Background: an optimization exercise with open tools, aiming at small area. Do not read the settings as production practice.
The RTL was checked by simulation tests, not by an equivalence proof against the original design.
The clock input has no modelled driver; a real chip could not lean on it and would need a root buffer or a full tree.
Power is estimated from default activity; no workload was simulated.

## rev 12
==> module calculator, before the edit <==
module calculator (
  input        clk,
  input        rst,
  input  [3:0] in_number,
  input  [3:0] arif,
  input  [1:0] key,
  output [3:0] anodes,
  output [7:0] segments,
  output [2:0] led
);
  wire [3:0] nin = rst ? 4'd0 : ~in_number;
  wire ld1 = (key == 2'b10);
  wire ld2 = (key == 2'b01);
  reg [3:0] r1, r2, ind;
  reg [1:0] lq;                       
  always @(posedge clk) begin
    ind <= nin;
    if (ld1 | rst) r1 <= nin;
    if (ld2 | rst) r2 <= nin;
    if (rst) lq <= 2'b10;
    else if (ld1) lq <= 2'b01;
    else if (ld2) lq <= 2'b11;
    else if (arif != 4'b1111) lq <= 2'b10;
  end
  assign led = {~(lq[1] & lq[0]), lq};
  reg [3:0] aA, aB;
  reg [1:0] ak;
  wire valid = (arif == 4'b1110) | (arif == 4'b1101) | (arif == 4'b1011) | (arif == 4'b0111);
  always @(posedge clk) begin
    if (valid | rst) begin
      aA <= r1;
      aB <= rst ? 4'd0 : r2;
      ak <= rst ? 2'd2 : {~arif[2] | ~arif[3], ~arif[1] | ~arif[3]};
    end
  end
  wire       sw = (arif == 4'b1111);
  wire [3:0] xA = sw ? ind : aA;
  wire [3:0] xB = sw ? 4'd0 : aB;
  wire [1:0] xk = sw ? 2'd0 : ak;
  reg  [11:0] sr;
  reg  [1:0]  shift;
  wire        z11   = (sr[10:0] == 11'd0);
  wire        pulse = z11 & ~sr[11];
  wire        fb    = sr[11] ^ sr[0] ^ sr[1] ^ sr[7] ^ z11;
  wire [1:0]  shift_n = shift + {1'b0, pulse};
  always @(posedge clk) begin
    sr    <= rst ? 12'hd41 : {sr[10:0], fb};
    shift <= rst ? 2'd0 : shift_n;
  end
  assign anodes = ~(4'b0001 << shift);
  wire [3:0] g;
  wire neg, dz;
  digit_unit du (.a(xA), .b(xB), .k(xk), .s(shift_n), .g(g), .neg(neg), .dz(dz));
  wire [1:0] cc = dz ? 2'd2 : (xk == 2'd3) ? 2'd3 : neg ? 2'd1 : 2'd0;
  reg [3:0] p;           
  reg [4:0] s1;          
  reg [4:0] code;        
  wire       a3 = (shift_n == 2'd2);
  wire [4:0] f;
  assign f[0] = (p[0] & ~cc[1]) | (p[0] & cc[0]);
  assign f[1] = (~p[3] & p[1] & ~cc[1]) | (~p[2] & p[1] & ~cc[1] & cc[0]) | (p[3] & p[2] & cc[1] & ~cc[0]) | (~p[3] & p[1] & cc[0]);
  assign f[2] = (~p[3] & p[2] & ~cc[1]) | (p[3] & p[2] & cc[1] & ~cc[0]) | (~p[3] & p[2] & cc[0]);
  assign f[3] = (p[3] & ~p[1] & ~cc[1]) | (p[3] & ~p[1] & cc[0]) | (p[3] & ~p[2] & ~cc[1] & cc[0]) | (p[3] & p[2] & cc[1] & ~cc[0]);
  assign f[4] = (~p[1] & cc[1] & cc[0] & a3) | (~p[3] & cc[1] & cc[0] & a3);
  always @(posedge clk) begin
    p    <= rst ? 4'd0 : g;
    s1   <= rst ? 5'd0 : f;
    code <= rst ? 5'd0 : s1;
  end
  wire [3:0] c = code[3:0];
  wire [6:0] sg;
  assign sg[0] = (~c[3] & ~c[2] & ~c[1] & c[0]) | (c[3] & ~c[2] & c[1]) | (c[2] & ~c[1] & ~c[0]);
  assign sg[1] = (c[3] & c[1]) | (c[2] & ~c[1] & c[0]) | (c[2] & c[1] & ~c[0]);
  assign sg[2] = (~c[2] & c[1] & ~c[0]) | (c[3] & c[1]);
  assign sg[3] = (~c[3] & ~c[2] & ~c[1] & c[0]) | (c[3] & ~c[2] & c[1]) | (c[2] & ~c[1] & ~c[0]) | (c[2] & c[1] & c[0]);
  assign sg[4] = (c[0]) | (c[3] & ~c[2] & c[1]) | (c[2] & ~c[1]);
  assign sg[5] = (~c[3] & ~c[2] & c[0]) | (~c[2] & c[1]) | (c[1] & c[0]);
  assign sg[6] = (~c[3] & ~c[2] & ~c[1]) | (c[2] & c[1] & c[0]);
  assign segments = {~code[4], sg};
endmodule
==> flow/config.mk <==
export PLATFORM = sky130hd
export DESIGN_NAME = calculator
export DESIGN_NICKNAME = calculator
export VERILOG_FILES = /design/flow/design.v
export SDC_FILE = /design/flow/constraint.sdc
export NUM_CORES = 8
export LEC_CHECK = 0
export CAP_MARGIN = 20
export CORE_MARGIN = 2
export CORE_UTILIZATION = 60
export GPL_TIMING_DRIVEN = 0
export SLEW_MARGIN = 20
==> flow/constraint.sdc <==
create_clock -name core_clock -period 70.0 [get_ports {clk}]
set_input_delay 14.0000 -clock core_clock [delete_from_list [all_inputs] [get_ports {clk}]]
set_output_delay 14.0000 -clock core_clock [all_outputs]
set_load 0.01 [all_outputs]
standard.sh (not shown) runs the stock make flow with config.mk's settings and CLKGATE_MAP_FILE= SYNTH_SCRIPT=/design/flow/synth_recipe.tcl, a recipe that flattens the netlist after the stock synthesis.
==> flow/flow/run.sh <==
#!/bin/bash
# Own layout flow: the standard ORFS flow (standard.sh) with these changes:
#  - synthesis: no hard adder cells, and an area-only ABC script (deepsyn + amap, no upsizing);
#    it runs with several random seeds in parallel and keeps the smallest netlist. The Yosys
#    steps that make the registers are the standard flow's own, so the registers are the standard ones.
#  - minimum-size port buffers (every port still gets one);
#  - a small clock tree: the clock port drives a few clock buffers, one per cluster of flip-flops.
set -euo pipefail
W=$(pwd)
# candidates: deepsyn seeds 1-8 with an mfs3 clean-up after mapping (mfs3 sometimes aborts, which
# only drops that candidate) and seeds 1-4 without it
CANDS=(1:mfs3 2:mfs3 3:mfs3 4:mfs3 5:mfs3 6:mfs3 7:mfs3 8:mfs3 1:- 2:- 3:- 4:-)
SEEDS=${#CANDS[@]}
T=${OWN_T:-240}
COMMON=(
  "ADDER_MAP_FILE="
  "ABC_AREA=1"
  "SYNTH_INSBUF=0"
  "BUFFER_PORTS_ARGS=-buffer_cell sky130_fd_sc_hd__buf_1"
)
make_scripts() {   # $1 folder, $2 seed, $3 mapped-netlist clean-up command (or nothing)
  rm -rf "$1"
  cp -r "$FLOW_HOME/scripts" "$1"
  sed "s/@SEED@/$2/; s/@T@/$T/; s/@POST@/$3/" "$W/flow/abc_area.script" > "$1/abc_area.script"
  # the clock tree: own_clock_tree in place of TritonCTS
  sed -i "s|^log_cmd clock_tree_synthesis {\*}\$cts_args|source $W/flow/own_cts.tcl\nown_clock_tree 3 sky130_fd_sc_hd__clkbuf_8\nset_propagated_clock [all_clocks]|" "$1/cts.tcl"
  grep -q own_clock_tree "$1/cts.tcl"
}
for i in $(seq 1 "$SEEDS"); do
  c=${CANDS[$((i - 1))]}
  post=""; [[ "${c#*:}" == mfs3 ]] && post="mfs3 -ae"
  make_scripts "$W/own_scripts_$i" "${c%%:*}" "$post"
  sed "s|$W/orfs|$W/cand_$i|g" "$W/standard.sh" > "$W/standard_$i.sh"
  ( bash "$W/standard_$i.sh" "SCRIPTS_DIR=$W/own_scripts_$i" "${COMMON[@]}" synth > "$W/own_synth_$i.log" 2>&1 \
      && echo ok > "$W/cand_$i.done" ) &
done
wait
best=""; barea=""
for i in $(seq 1 "$SEEDS"); do
  [[ -f "$W/cand_$i.done" ]] || continue
  a=$(grep -o "Chip area for module.*: [0-9.]*" "$W/cand_$i/reports/sky130hd/calculator/base/synth_stat.txt" | grep -o "[0-9.]*$")
  echo "candidate $i (${CANDS[$((i - 1))]}): synthesis area $a" | tee -a "$W/own_choice.log"
  if [[ -z "$best" ]] || awk "BEGIN{exit !($a < $barea)}"; then best=$i; barea=$a; fi
done
[[ -n "$best" ]]
echo "chosen seed $best ($barea)" | tee -a "$W/own_choice.log"
rm -rf "$W/orfs"
cp -a "$W/cand_$best" "$W/orfs"
for i in $(seq 1 "$SEEDS"); do [[ "$i" == "$best" ]] || rm -rf "$W/cand_$i"; done
bash standard.sh "SCRIPTS_DIR=$W/own_scripts_$best" "${COMMON[@]}" finish > "$W/own_layout.log" 2>&1
Other scripts of this flow, unchanged in this note and not shown: flow/flow/abc_area.script, flow/flow/own_cts.tcl
## Diff of input files: rev 13 against rev 12
==> flow/design.v, changed modules only <==
module calculator (
  input        clk,
  input        rst,
  input  [3:0] in_number,
  input  [3:0] arif,
  input  [1:0] key,
  output [3:0] anodes,
  output [7:0] segments,
  output [2:0] led
);
  wire [3:0] nin = rst ? 4'd0 : ~in_number;
  wire ld1 = (key == 2'b10);
  wire ld2 = (key == 2'b01);
  reg [3:0] r1, r2, ind;
  reg [1:0] lq;                       
  always @(posedge clk) begin
    ind <= nin;
    if (ld1 | rst) r1 <= nin;
    if (ld2 | rst) r2 <= nin;
    if (rst) lq <= 2'b10;
    else if (ld1) lq <= 2'b01;
    else if (ld2) lq <= 2'b11;
    else if (arif != 4'b1111) lq <= 2'b10;
  end
  assign led = {~(lq[1] & lq[0]), lq};
  reg [3:0] aA, aB;
  reg [1:0] ak;
  wire valid = (arif == 4'b1110) | (arif == 4'b1101) | (arif == 4'b1011) | (arif == 4'b0111);
  always @(posedge clk) begin
    if (valid | rst) begin
      aA <= r1;
      aB <= rst ? 4'd0 : r2;
      ak <= rst ? 2'd2 : {~arif[2] | ~arif[3], ~arif[1] | ~arif[3]};
    end
  end
  wire       sw = (arif == 4'b1111);
  wire [3:0] xA = sw ? ind : aA;
  wire [3:0] xB = sw ? 4'd0 : aB;
  wire [1:0] xk = sw ? 2'd0 : ak;
  localparam [11:0] POL = 12'haaa;
  reg  [11:0] q;
  wire [11:0] sr = q ^ POL;
  reg  [1:0]  shift;
  wire        z11   = (sr[10:0] == 11'd0);
  wire        pulse = z11 & ~sr[11];
  wire        fb    = sr[11] ^ sr[0] ^ sr[1] ^ sr[7] ^ z11;
  wire [1:0]  shift_n = shift + {1'b0, pulse};
  always @(posedge clk) begin
    q     <= rst ? (12'hd41 ^ POL) : ({sr[10:0], fb} ^ POL);
    shift <= rst ? 2'd0 : shift_n;
  end
  assign anodes = ~(4'b0001 << shift);
  wire [3:0] g;
  wire neg, dz;
  digit_unit du (.a(xA), .b(xB), .k(xk), .s(shift_n), .g(g), .neg(neg), .dz(dz));
  wire [1:0] cc = dz ? 2'd2 : (xk == 2'd3) ? 2'd3 : neg ? 2'd1 : 2'd0;
  reg [3:0] p;           
  reg [4:0] s1n;         
  reg [4:0] code;        
  wire       a3 = (shift_n == 2'd2);
  wire [4:0] f;
  assign f[0] = (p[0] & ~cc[1]) | (p[0] & cc[0]);
  assign f[1] = (~p[3] & p[1] & ~cc[1]) | (~p[2] & p[1] & ~cc[1] & cc[0]) | (p[3] & p[2] & cc[1] & ~cc[0]) | (~p[3] & p[1] & cc[0]);
  assign f[2] = (~p[3] & p[2] & ~cc[1]) | (p[3] & p[2] & cc[1] & ~cc[0]) | (~p[3] & p[2] & cc[0]);
  assign f[3] = (p[3] & ~p[1] & ~cc[1]) | (p[3] & ~p[1] & cc[0]) | (p[3] & ~p[2] & ~cc[1] & cc[0]) | (p[3] & p[2] & cc[1] & ~cc[0]);
  assign f[4] = (~p[1] & cc[1] & cc[0] & a3) | (~p[3] & cc[1] & cc[0] & a3);
  always @(posedge clk) begin
    p    <= rst ? 4'd0 : g;
    s1n  <= rst ? 5'h1f : ~f;
    code <= rst ? 5'd0 : ~s1n;
  end
  wire [3:0] c = code[3:0];
  wire [6:0] sg;
  assign sg[0] = (~c[3] & ~c[2] & ~c[1] & c[0]) | (c[3] & ~c[2] & c[1]) | (c[2] & ~c[1] & ~c[0]);
  assign sg[1] = (c[3] & c[1]) | (c[2] & ~c[1] & c[0]) | (c[2] & c[1] & ~c[0]);
  assign sg[2] = (~c[2] & c[1] & ~c[0]) | (c[3] & c[1]);
  assign sg[3] = (~c[3] & ~c[2] & ~c[1] & c[0]) | (c[3] & ~c[2] & c[1]) | (c[2] & ~c[1] & ~c[0]) | (c[2] & c[1] & c[0]);
  assign sg[4] = (c[0]) | (c[3] & ~c[2] & c[1]) | (c[2] & ~c[1]);
  assign sg[5] = (~c[3] & ~c[2] & c[0]) | (~c[2] & c[1]) | (c[1] & c[0]);
  assign sg[6] = (~c[3] & ~c[2] & ~c[1]) | (c[2] & c[1] & c[0]);
  assign segments = {~code[4], sg};
endmodule
[summary]
Rev 12 consumes less power than rev 13.
[compare] base=rev 12 new=rev 13: fraction of power consumed by sequential logic now smaller; routed wire length now smaller; routability congestion estimate from global placement now smaller.
Summary: with rev 12 as the reference, met3 wirelength from detailed routing in rev 13 moved up by a few percent.
From rev 12 to rev 13 the numbers moved as follows: sequential power has remained practically unchanged, actual slew at the worst max-slew pin has increased, part of the cycle the worst path needs has increased, area added between synthesis and finish has increased, cell row count has decreased.
Rev 13: clock network fraction of design power lower than rev 12
In every run of this note, the design's own scripts or RTL, not TritonCTS, make the clock network.

========
run 1:
The RTL this note starts from:
==> flow/design.v <==
module digit_unit (
  input  [3:0] a, input  [3:0] b, input  [1:0] k, input  [1:0] s,
  output reg [3:0] g, output neg, output dz);
  function [4:0] rstep; input [3:0] pr; input bitin; input [3:0] d;
    reg [4:0] t; reg [4:0] df;
    begin t = {pr, bitin}; df = t - {1'b0, d}; rstep = df[4] ? {1'b0, t[3:0]} : {1'b1, df[3:0]}; end
  endfunction
  assign neg = (k == 2'd1) & (a < b);
  assign dz  = (k == 2'd3) & (b == 4'd0);
  wire        sub = (k == 2'd1);
  wire        n   = a < b;
  wire [3:0] ma = a ^ {4{sub & n}};
  wire [3:0] mb = (k == 2'd2) ? b : 4'd1;
  wire [3:0] mc = (k == 2'd0) ? b : sub ? (b ^ {4{~n}}) : 4'd0;
  wire [7:0] full = ma * mb + mc + {7'd0, sub};
  wire [7:0] prd = sub ? {4'd0, full[3:0]} : full;
  wire [4:0] s3 = rstep(4'd0,  a[3], b);
  wire [4:0] s2 = rstep(s3[3:0], a[2], b);
  wire [4:0] s1 = rstep(s2[3:0], a[1], b);
  wire [4:0] s0 = rstep(s1[3:0], a[0], b);
  wire [3:0] qi = {s3[4], s2[4], s1[4], s0[4]};
  wire [3:0] r  = s0[3:0];
  wire [8:0] y  = r * 5'd25;
  wire [4:0] z6 = rstep(y[8:5], y[4], b);
  wire [4:0] z5 = rstep(z6[3:0], y[3], b);
  wire [4:0] z4 = rstep(z5[3:0], y[2], b);
  wire [4:0] z3 = rstep(z4[3:0], y[1], b);
  wire [4:0] z2 = rstep(z3[3:0], y[0], b);
  wire [4:0] z1 = rstep(z2[3:0], 1'b0, b);
  wire [4:0] z0 = rstep(z1[3:0], 1'b0, b);
  wire [6:0] z  = {z6[4], z5[4], z4[4], z3[4], z2[4], z1[4], z0[4]};
  wire [7:0] v = (k == 2'd3) ? {1'b0, z} : prd;
  wire [4:0] c4 = rstep({1'b0, v[7:5]}, v[4], 4'd10);
  wire [4:0] c3 = rstep(c4[3:0], v[3], 4'd10);
  wire [4:0] c2 = rstep(c3[3:0], v[2], 4'd10);
  wire [4:0] c1 = rstep(c2[3:0], v[1], 4'd10);
  wire [4:0] c0 = rstep(c1[3:0], v[0], 4'd10);
  wire [4:0] q10 = {c4[4], c3[4], c2[4], c1[4], c0[4]};
  wire [3:0] u   = c0[3:0];
  wire       h2  = (q10 >= 5'd20);
  wire       h1  = (q10 >= 5'd10) & ~h2;
  wire [3:0] t   = q10[3:0] - (h2 ? 4'd4 : h1 ? 4'd10 : 4'd0);
  always @* begin
    if (dz) g = (s == 2'd0) ? 4'd11 : 4'd0;
    else case (s)
      2'd0: g = u;
      2'd1: g = t;
      2'd2: g = (k == 2'd3) ? ((qi >= 4'd10) ? qi - 4'd10 : qi) : {2'b00, h2, h1};
      default: g = (k == 2'd3) ? {3'd0, qi >= 4'd10} : (neg ? 4'd10 : 4'd0);
    endcase
  end
endmodule
module calculator (
  input        clk,
  input        rst,
  input  [3:0] in_number,
  input  [3:0] arif,
  input  [1:0] key,
  output [3:0] anodes,
  output [7:0] segments,
  output [2:0] led
);
  wire [3:0] nin = rst ? 4'd0 : ~in_number;
  wire ld1 = (key == 2'b10);
  wire ld2 = (key == 2'b01);
  reg [3:0] r1, r2, ind;
  reg [1:0] lq;                       
  always @(posedge clk) begin
    ind <= nin;
    if (ld1 | rst) r1 <= nin;
    if (ld2 | rst) r2 <= nin;
    if (rst) lq <= 2'b10;
    else if (ld1) lq <= 2'b01;
    else if (ld2) lq <= 2'b11;
    else if (arif != 4'b1111) lq <= 2'b10;
  end
  assign led = {~(lq[1] & lq[0]), lq};
  reg [3:0] aA, aB;
  reg [1:0] ak;
  wire valid = (arif == 4'b1110) | (arif == 4'b1101) | (arif == 4'b1011) | (arif == 4'b0111);
  always @(posedge clk) begin
    if (valid | rst) begin
      aA <= r1;
      aB <= rst ? 4'd0 : r2;
      ak <= rst ? 2'd2 : {~arif[2] | ~arif[3], ~arif[1] | ~arif[3]};
    end
  end
  wire       sw = (arif == 4'b1111);
  wire [3:0] xA = sw ? ind : aA;
  wire [3:0] xB = sw ? 4'd0 : aB;
  wire [1:0] xk = sw ? 2'd0 : ak;
  reg  [11:0] sr;
  reg  [1:0]  shift;
  wire        z11   = (sr[10:0] == 11'd0);
  wire        pulse = z11 & ~sr[11];
  wire        fb    = sr[11] ^ sr[0] ^ sr[1] ^ sr[7] ^ z11;
  wire [1:0]  shift_n = shift + {1'b0, pulse};
  always @(posedge clk) begin
    sr    <= rst ? 12'hd41 : {sr[10:0], fb};
    shift <= rst ? 2'd0 : shift_n;
  end
  assign anodes = ~(4'b0001 << shift);
  wire [3:0] g;
  wire neg, dz;
  digit_unit du (.a(xA), .b(xB), .k(xk), .s(shift_n), .g(g), .neg(neg), .dz(dz));
  wire [1:0] cc = dz ? 2'd2 : (xk == 2'd3) ? 2'd3 : neg ? 2'd1 : 2'd0;
  reg [3:0] p;           
  reg [4:0] s1;          
  reg [4:0] code;        
  wire le9 = (p <= 4'd9);
  reg [4:0] f;
  always @* begin
    case (cc)
      2'd0: f = {1'b0, le9 ? p : 4'd0};
      2'd1: f = {1'b0, (p <= 4'd10) ? p : 4'd0};
      2'd2: f = {1'b0, (p == 4'd11) ? 4'd11 : 4'd0};
      default: f = {le9 & (shift_n == 2'd2), le9 ? p : 4'd0};
    endcase
  end
  always @(posedge clk) begin
    p    <= rst ? 4'd0 : g;
    s1   <= rst ? 5'd0 : f;
    code <= rst ? 5'd0 : s1;
  end
  wire [3:0] c = code[3:0];
  wire [15:0] hot = 16'd1 << c;
  wire seg_a = hot[1] | hot[4] | hot[10];
  wire seg_b = hot[5] | hot[6] | hot[11] | hot[10];
  wire seg_c = hot[2] | hot[10] | hot[11];
  wire seg_d = hot[1] | hot[4] | hot[7] | hot[10];
  wire seg_e = hot[1] | hot[3] | hot[4] | hot[5] | hot[7] | hot[9] | hot[10];
  wire seg_f = hot[1] | hot[2] | hot[3] | hot[7] | hot[10];
  wire seg_g = hot[0] | hot[1] | hot[7];
  assign segments = {~code[4], seg_g, seg_f, seg_e, seg_d, seg_c, seg_b, seg_a};
endmodule
==> flow/config.mk <==
export PLATFORM = sky130hd
export DESIGN_NAME = calculator
export DESIGN_NICKNAME = calculator
export VERILOG_FILES = /design/flow/design.v
export SDC_FILE = /design/flow/constraint.sdc
export NUM_CORES = 8
export LEC_CHECK = 0
export CAP_MARGIN = 20
export CORE_MARGIN = 2
export CORE_UTILIZATION = 60
export GPL_TIMING_DRIVEN = 0
export SLEW_MARGIN = 20
==> flow/constraint.sdc <==
create_clock -name core_clock -period 70.0 [get_ports {clk}]
set_input_delay 14.0000 -clock core_clock [delete_from_list [all_inputs] [get_ports {clk}]]
set_output_delay 14.0000 -clock core_clock [all_outputs]
set_load 0.01 [all_outputs]
==> flow/flow/run.sh <==
#!/bin/bash
# Own layout flow: the standard ORFS flow (standard.sh) with these changes:
#  - synthesis: no hard adder cells, and an area-only ABC script (deepsyn + amap, no upsizing);
#    it runs with several random seeds in parallel and keeps the smallest netlist. The Yosys
#    steps that make the registers are the standard flow's own, so the registers are the standard ones.
#  - minimum-size port buffers (every port still gets one);
#  - a small clock tree: the clock port drives a few clock buffers, one per cluster of flip-flops.
set -euo pipefail
W=$(pwd)
SEEDS=${OWN_SEEDS:-6}
T=${OWN_T:-240}
COMMON=(
  "ADDER_MAP_FILE="
  "ABC_AREA=1"
  "SYNTH_INSBUF=0"
  "BUFFER_PORTS_ARGS=-buffer_cell sky130_fd_sc_hd__buf_1"
)
make_scripts() {   # $1 folder, $2 seed
  rm -rf "$1"
  cp -r "$FLOW_HOME/scripts" "$1"
  sed "s/@SEED@/$2/; s/@T@/$T/" "$W/flow/abc_area.script" > "$1/abc_area.script"
  # the clock tree: own_clock_tree in place of TritonCTS
  sed -i "s|^log_cmd clock_tree_synthesis {\*}\$cts_args|source $W/flow/own_cts.tcl\nown_clock_tree 3 sky130_fd_sc_hd__clkbuf_8\nset_propagated_clock [all_clocks]|" "$1/cts.tcl"
  grep -q own_clock_tree "$1/cts.tcl"
}
for i in $(seq 1 "$SEEDS"); do
  make_scripts "$W/own_scripts_$i" "$i"
  sed "s|$W/orfs|$W/cand_$i|g" "$W/standard.sh" > "$W/standard_$i.sh"
  ( bash "$W/standard_$i.sh" "SCRIPTS_DIR=$W/own_scripts_$i" "${COMMON[@]}" synth > "$W/own_synth_$i.log" 2>&1 \
      && echo ok > "$W/cand_$i.done" ) &
done
wait
best=""; barea=""
for i in $(seq 1 "$SEEDS"); do
  [[ -f "$W/cand_$i.done" ]] || continue
  a=$(grep -o "Chip area for module.*: [0-9.]*" "$W/cand_$i/reports/sky130hd/calculator/base/synth_stat.txt" | grep -o "[0-9.]*$")
  echo "seed $i: synthesis area $a" | tee -a "$W/own_choice.log"
  if [[ -z "$best" ]] || awk "BEGIN{exit !($a < $barea)}"; then best=$i; barea=$a; fi
done
[[ -n "$best" ]]
echo "chosen seed $best ($barea)" | tee -a "$W/own_choice.log"
rm -rf "$W/orfs"
cp -a "$W/cand_$best" "$W/orfs"
for i in $(seq 1 "$SEEDS"); do [[ "$i" == "$best" ]] || rm -rf "$W/cand_$i"; done
bash standard.sh "SCRIPTS_DIR=$W/own_scripts_$best" "${COMMON[@]}" finish > "$W/own_layout.log" 2>&1
Other scripts of this flow, unchanged in this note and not shown: flow/flow/abc_area.script, flow/flow/own_cts.tcl
Changes in run 2 relative to run 1:
--- a/flow/design.v
+++ b/flow/design.v
@@ -38,13 +38,13 @@
   wire [4:0] q10 = {c4[4], c3[4], c2[4], c1[4], c0[4]};
   wire [3:0] u   = c0[3:0];
   wire       h2  = (q10 >= 5'd20);
   wire       h1  = (q10 >= 5'd10) & ~h2;
   wire [3:0] t   = q10[3:0] - (h2 ? 4'd4 : h1 ? 4'd10 : 4'd0);
   always @* begin
-    if (dz) g = (s == 2'd0) ? 4'd11 : 4'd0;
+    if (dz) g = (s == 2'd0) ? 4'd14 : 4'd0;
     else case (s)
       2'd0: g = u;
       2'd1: g = t;
       2'd2: g = (k == 2'd3) ? ((qi >= 4'd10) ? qi - 4'd10 : qi) : {2'b00, h2, h1};
       default: g = (k == 2'd3) ? {3'd0, qi >= 4'd10} : (neg ? 4'd10 : 4'd0);
     endcase
@@ -104,32 +104,29 @@
   wire neg, dz;
   digit_unit du (.a(xA), .b(xB), .k(xk), .s(shift_n), .g(g), .neg(neg), .dz(dz));
   wire [1:0] cc = dz ? 2'd2 : (xk == 2'd3) ? 2'd3 : neg ? 2'd1 : 2'd0;
   reg [3:0] p;           
   reg [4:0] s1;          
   reg [4:0] code;        
-  wire le9 = (p <= 4'd9);
-  reg [4:0] f;
-  always @* begin
-    case (cc)
-      2'd0: f = {1'b0, le9 ? p : 4'd0};
-      2'd1: f = {1'b0, (p <= 4'd10) ? p : 4'd0};
-      2'd2: f = {1'b0, (p == 4'd11) ? 4'd11 : 4'd0};
-      default: f = {le9 & (shift_n == 2'd2), le9 ? p : 4'd0};
-    endcase
-  end
+  wire       a3 = (shift_n == 2'd2);
+  wire [4:0] f;
+  assign f[0] = (p[0] & ~cc[1]) | (p[0] & cc[0]);
+  assign f[1] = (~p[3] & p[1] & ~cc[1]) | (~p[2] & p[1] & ~cc[1] & cc[0]) | (p[3] & p[2] & cc[1] & ~cc[0]) | (~p[3] & p[1] & cc[0]);
+  assign f[2] = (~p[3] & p[2] & ~cc[1]) | (p[3] & p[2] & cc[1] & ~cc[0]) | (~p[3] & p[2] & cc[0]);
+  assign f[3] = (p[3] & ~p[1] & ~cc[1]) | (p[3] & ~p[1] & cc[0]) | (p[3] & ~p[2] & ~cc[1] & cc[0]) | (p[3] & p[2] & cc[1] & ~cc[0]);
+  assign f[4] = (~p[1] & cc[1] & cc[0] & a3) | (~p[3] & cc[1] & cc[0] & a3);
   always @(posedge clk) begin
     p    <= rst ? 4'd0 : g;
     s1   <= rst ? 5'd0 : f;
     code <= rst ? 5'd0 : s1;
   end
   wire [3:0] c = code[3:0];
-  wire [15:0] hot = 16'd1 << c;
-  wire seg_a = hot[1] | hot[4] | hot[10];
-  wire seg_b = hot[5] | hot[6] | hot[11] | hot[10];
-  wire seg_c = hot[2] | hot[10] | hot[11];
-  wire seg_d = hot[1] | hot[4] | hot[7] | hot[10];
-  wire seg_e = hot[1] | hot[3] | hot[4] | hot[5] | hot[7] | hot[9] | hot[10];
-  wire seg_f = hot[1] | hot[2] | hot[3] | hot[7] | hot[10];
-  wire seg_g = hot[0] | hot[1] | hot[7];
-  assign segments = {~code[4], seg_g, seg_f, seg_e, seg_d, seg_c, seg_b, seg_a};
+  wire [6:0] sg;
+  assign sg[0] = (~c[3] & ~c[2] & ~c[1] & c[0]) | (c[3] & ~c[2] & c[1]) | (c[2] & ~c[1] & ~c[0]);
+  assign sg[1] = (c[3] & c[1]) | (c[2] & ~c[1] & c[0]) | (c[2] & c[1] & ~c[0]);
+  assign sg[2] = (~c[2] & c[1] & ~c[0]) | (c[3] & c[1]);
+  assign sg[3] = (~c[3] & ~c[2] & ~c[1] & c[0]) | (c[3] & ~c[2] & c[1]) | (c[2] & ~c[1] & ~c[0]) | (c[2] & c[1] & c[0]);
+  assign sg[4] = (c[0]) | (c[3] & ~c[2] & c[1]) | (c[2] & ~c[1]);
+  assign sg[5] = (~c[3] & ~c[2] & c[0]) | (~c[2] & c[1]) | (c[1] & c[0]);
+  assign sg[6] = (~c[3] & ~c[2] & ~c[1]) | (c[2] & c[1] & c[0]);
+  assign segments = {~code[4], sg};
 endmodule
### Flow results
- Higher number of logic stages on the critical path including buffering goes to run 2 over run 1.
- met3 routed wirelength up 2.5% in run 2 wrt run 1
- Horizontal extent of the die shrinks slightly when moving from run 1 to run 2.
- Setup slack of the critical path after layout in run 2 is 0.60 ns lower than in run 1
- Run 2 against run 1: number of nets in the final layout went down about 2%; total power went down about 3%; fraction of the yosys area taken by sequential cells moved up.
- Clock tree skew after final layout on run 2 is behind run 1.
- Run 2 against run 1: wire length now sits lower, overall overflow remaining after global route now sits at about the same level.
- The flow did not stop early for run 2: all stages ran, and the layout cleared the timing, design-rule and antenna checks.
In every run of this note, the design's own scripts or RTL, not TritonCTS, make the clock network.

## what the ideal ports hide
The results above use ideal ports. As a check the final layouts listed here were re-extracted and re-timed, cells and wires unchanged. Step 1: set_driving_cell puts a clkbuf_16 on clk and a buf_2 on each other input, an assumption about the parent block. Step 2, shift: input delay + t, output delay - t, t = (earliest + latest rising clock arrival at the registers) / 2. This alone moves slack from input paths to output paths. Slacks: no drivers / after step 1 / after step 2; pairs: no drivers / after step 1.
| run | t, ns | setup WS [ns] | worst setup path after step 2 | worst register clock-pin slew, ns | worst data-port slew with drivers (ns) |
|---|---|---|---|---|---|
| rev 12 | 0.201 | 41.214 / 41.238 / 41.038 | input to register | 0.11 / 0.11 | 0.03 |
| rev 13 | 0.204 | 40.899 / 40.920 / 40.716 | input to register | 0.11 / 0.11 | 0.03 |
| run 1 | 0.198 | 41.971 / 41.996 / 41.798 | input to register | 0.10 / 0.10 | 0.03 |
| run 2 | 0.200 | 41.371 / 41.396 / 41.196 | input to register | 0.11 / 0.11 | 0.03 |
After both steps setup and hold are still met in every run listed. The setup slack of rev 13, which loses most, moves by +0.021 ns with the drivers and by -0.183 ns with both steps.
